What follows belongs to an exercise in optimizing a design on an open flow for small area; a production flow would make more cautious choices.
In this exercise RTL edits were held to simulation tests only and were not proved equivalent to the original.
Power figures rest on the tool's default switching activity, not on a simulated workload.

## old
Design top, start of the top module:
module top(
    input clk,
    input rst_btn,
    input  [7:0] sw,
    output [3:0] led
);
For scale: about 1400 cells after synthesis, about 14 I/O pins, ~23000 um^2 of cells after synthesis.
==> flow/config.mk <==
export PLATFORM = sky130hd
export DESIGN_NAME = top
export DESIGN_NICKNAME = top
export VERILOG_FILES = /design/flow/design.v
export SDC_FILE = /design/flow/constraint.sdc
export NUM_CORES = 4
export LEC_CHECK = 0
export CAP_MARGIN = 20
export CORE_MARGIN = 2
export CORE_UTILIZATION = 40
export SLEW_MARGIN = 20
==> flow/constraint.sdc <==
create_clock -name core_clock -period 10.0 [get_ports {clk}]
set_input_delay 2.0000 -clock core_clock [delete_from_list [all_inputs] [get_ports {clk}]]
set_output_delay 2.0000 -clock core_clock [all_outputs]
set_load 0.01 [all_outputs]
standard.sh (not shown) runs the stock make flow with config.mk's settings and CLKGATE_MAP_FILE= SYNTH_SCRIPT=/design/flow/synth_recipe.tcl, a recipe that flattens the netlist after the stock synthesis.
==> flow/flow/run.sh <==
#!/bin/bash
# Layout flow: the standard synthesis, then the combinational logic between
# the (unchanged) registers is re-mapped by ABC for area, then the standard ORFS
# steps with a clock tree built from small clock buffers and no dummy loads.
set -euo pipefail
R=orfs/results/$FLOW_PLATFORM/top/base
LIB=$FLOW_HOME/platforms/$FLOW_PLATFORM/lib/sky130_fd_sc_hd__tt_025C_1v80.lib

bash standard.sh synth > log_standard_synth.txt 2>&1

# Re-map the combinational logic of the standard netlist; the flip-flops stay
# as they are (same cells, same instance names).
cp $R/1_2_yosys.v std_netlist.v
DU=$(for c in $(sed -n 's/.*\(sky130_fd_sc_hd__\(lpflow\|probe\)[a-z0-9_]*\).*/\1/p' \
       $FLOW_HOME/platforms/$FLOW_PLATFORM/config.mk | sort -u); do printf -- '-dont_use %s ' $c; done)
cat > resynth.ys <<EOF
read_liberty -ignore_miss_func $LIB
blackbox sky130_fd_sc_hd__dfxtp_1
read_verilog std_netlist.v
hierarchy -top top
flatten
opt -purge
abc -liberty $LIB $DU -script "+$(cat flow/abc.script)"
opt_clean -purge
hilomap -singleton -hicell sky130_fd_sc_hd__conb_1 HI -locell sky130_fd_sc_hd__conb_1 LO
insbuf -buf sky130_fd_sc_hd__buf_4 A X
stat -liberty $LIB
write_verilog -noattr -noexpr -nohex -nodec resynth_netlist.v
EOF
yosys -l log_resynth.txt -q resynth.ys > /dev/null 2>&1
cp resynth_netlist.v $R/1_2_yosys.v

bash standard.sh \
  "CTS_ARGS=$(cat flow/cts_args.txt)" \
  "BUFFER_PORTS_ARGS=-buffer_cell sky130_fd_sc_hd__buf_1" \
  finish > log_standard_finish.txt 2>&1
==> flow/flow/abc.script <==
strash;&get -n;&deepsyn -J 50 -S 4 -T 250;&put;dch -f;amap
==> flow/flow/cts_args.txt <==
-sink_clustering_enable -repair_clock_nets -dont_use_dummy_load -buf_list sky130_fd_sc_hd__clkbuf_4 -sink_clustering_size 12 -sink_clustering_max_diameter 40
## Diff of input files: new against old
--- a/flow/flow/run.sh
+++ b/flow/flow/run.sh
@@ -2,4 +2,5 @@
 # Layout flow: the standard synthesis, then the combinational logic between
-# the (unchanged) registers is re-mapped by ABC for area, then the standard ORFS
-# steps with a clock tree built from small clock buffers and no dummy loads.
+# the (unchanged) registers is re-mapped by ABC for area (a few ABC scripts are
+# tried and the smallest result is kept), then the standard ORFS steps with a
+# clock tree built from small clock buffers and no dummy loads.
 set -euo pipefail
@@ -15,3 +16,7 @@
        $FLOW_HOME/platforms/$FLOW_PLATFORM/config.mk | sort -u); do printf -- '-dont_use %s ' $c; done)
-cat > resynth.ys <<EOF
+i=0
+while IFS= read -r script; do
+  [[ -z "$script" ]] && continue
+  i=$((i+1))
+  cat > resynth_$i.ys <<EOF
 read_liberty -ignore_miss_func $LIB
@@ -22,3 +27,3 @@
 opt -purge
-abc -liberty $LIB $DU -script "+$(cat flow/abc.script)"
+abc -liberty $LIB $DU -script "+$script"
 opt_clean -purge
@@ -26,7 +31,18 @@
 insbuf -buf sky130_fd_sc_hd__buf_4 A X
-stat -liberty $LIB
-write_verilog -noattr -noexpr -nohex -nodec resynth_netlist.v
+tee -o resynth_$i.stat stat -liberty $LIB
+write_verilog -noattr -noexpr -nohex -nodec resynth_$i.v
 EOF
-yosys -l log_resynth.txt -q resynth.ys > /dev/null 2>&1
-cp resynth_netlist.v $R/1_2_yosys.v
+  (yosys -l log_resynth_$i.txt -q resynth_$i.ys > /dev/null 2>&1 || true) &
+done < flow/abc_scripts.txt
+wait
+best=""; best_area=""
+for j in $(seq 1 $i); do
+  [[ -f resynth_$j.v && -f resynth_$j.stat ]] || continue
+  a=$(sed -n "s/.*Chip area for module '\\\\top': \([0-9.]*\).*/\1/p" resynth_$j.stat)
+  [[ -z "$a" ]] && continue
+  echo "script $j: area $a" >> resynth_choice.txt
+  if [[ -z "$best" ]] || awk -v a="$a" -v b="$best_area" 'BEGIN{exit !(a<b)}'; then best=$j; best_area=$a; fi
+done
+echo "chosen: $best ($best_area)" >> resynth_choice.txt
+cp resynth_$best.v $R/1_2_yosys.v
 
==> flow/flow/abc_scripts.txt (new file) <==
strash;&get -n;&deepsyn -J 50 -S 4 -T 250;&put;dch -f;amap
strash;&get -n;&deepsyn -J 200 -S 4 -T 400;&put;dch -f;amap
strash;&get -n;&deepsyn -J 50 -S 4 -T 250;&put;dch -f;amap;&get -n;&deepsyn -J 50 -S 5 -T 250;&put;dch -f;amap;&get -n;&deepsyn -J 50 -S 6 -T 250;&put;dch -f;amap
strash;&get -n;&deepsyn -J 200 -S 7 -T 400;&put;dch -f;amap
removed: flow/flow/abc.script
## What came out
Non-clock buffer count: old vs new identical
NOTE: routability congestion estimate in new exceeds that of old
In terms of post-synthesis instance area, new and old differ only marginally.
new — part of the total power dissipated in the clock network 0.3 points lower, old as reference
| mean instance size in the synthesized netlist | new vs old | ≈ equal |
As far as area of placed instances is concerned, new and old perform about the same.

==> static timing again, ports no longer ideal <==
Ports are ideal in the flow. The routed layouts listed here were re-timed in OpenROAD.
Step 1, drivers: a clkbuf_16 drives clk and a buf_2 each remaining input, both assumed.
Step 2 adds t to the input delays and takes it off the output delays; t is the mean of the earliest and latest rising clock arrival at the registers after step 1. Input paths then give back, and output paths get back, about the clock's delay inside the block.
Slacks: no drivers / after step 1 / after step 2; pairs: no drivers / after step 1.
| run | shift t [ns] | setup WS [ns] | worst setup path at the end | worst data-port slew with drivers (ns) |
|---|---|---|---|---|
| old | 0.851 | 1.230 / 1.258 / 0.407 | input to register | 0.11 |
| new | 0.871 | 1.631 / 1.639 / 0.769 | input to register | 0.07 |
After both steps every run listed still meets setup and hold. The setup slack of new, which loses most, moves by +0.008 ns with the drivers and by -0.862 ns with both steps.
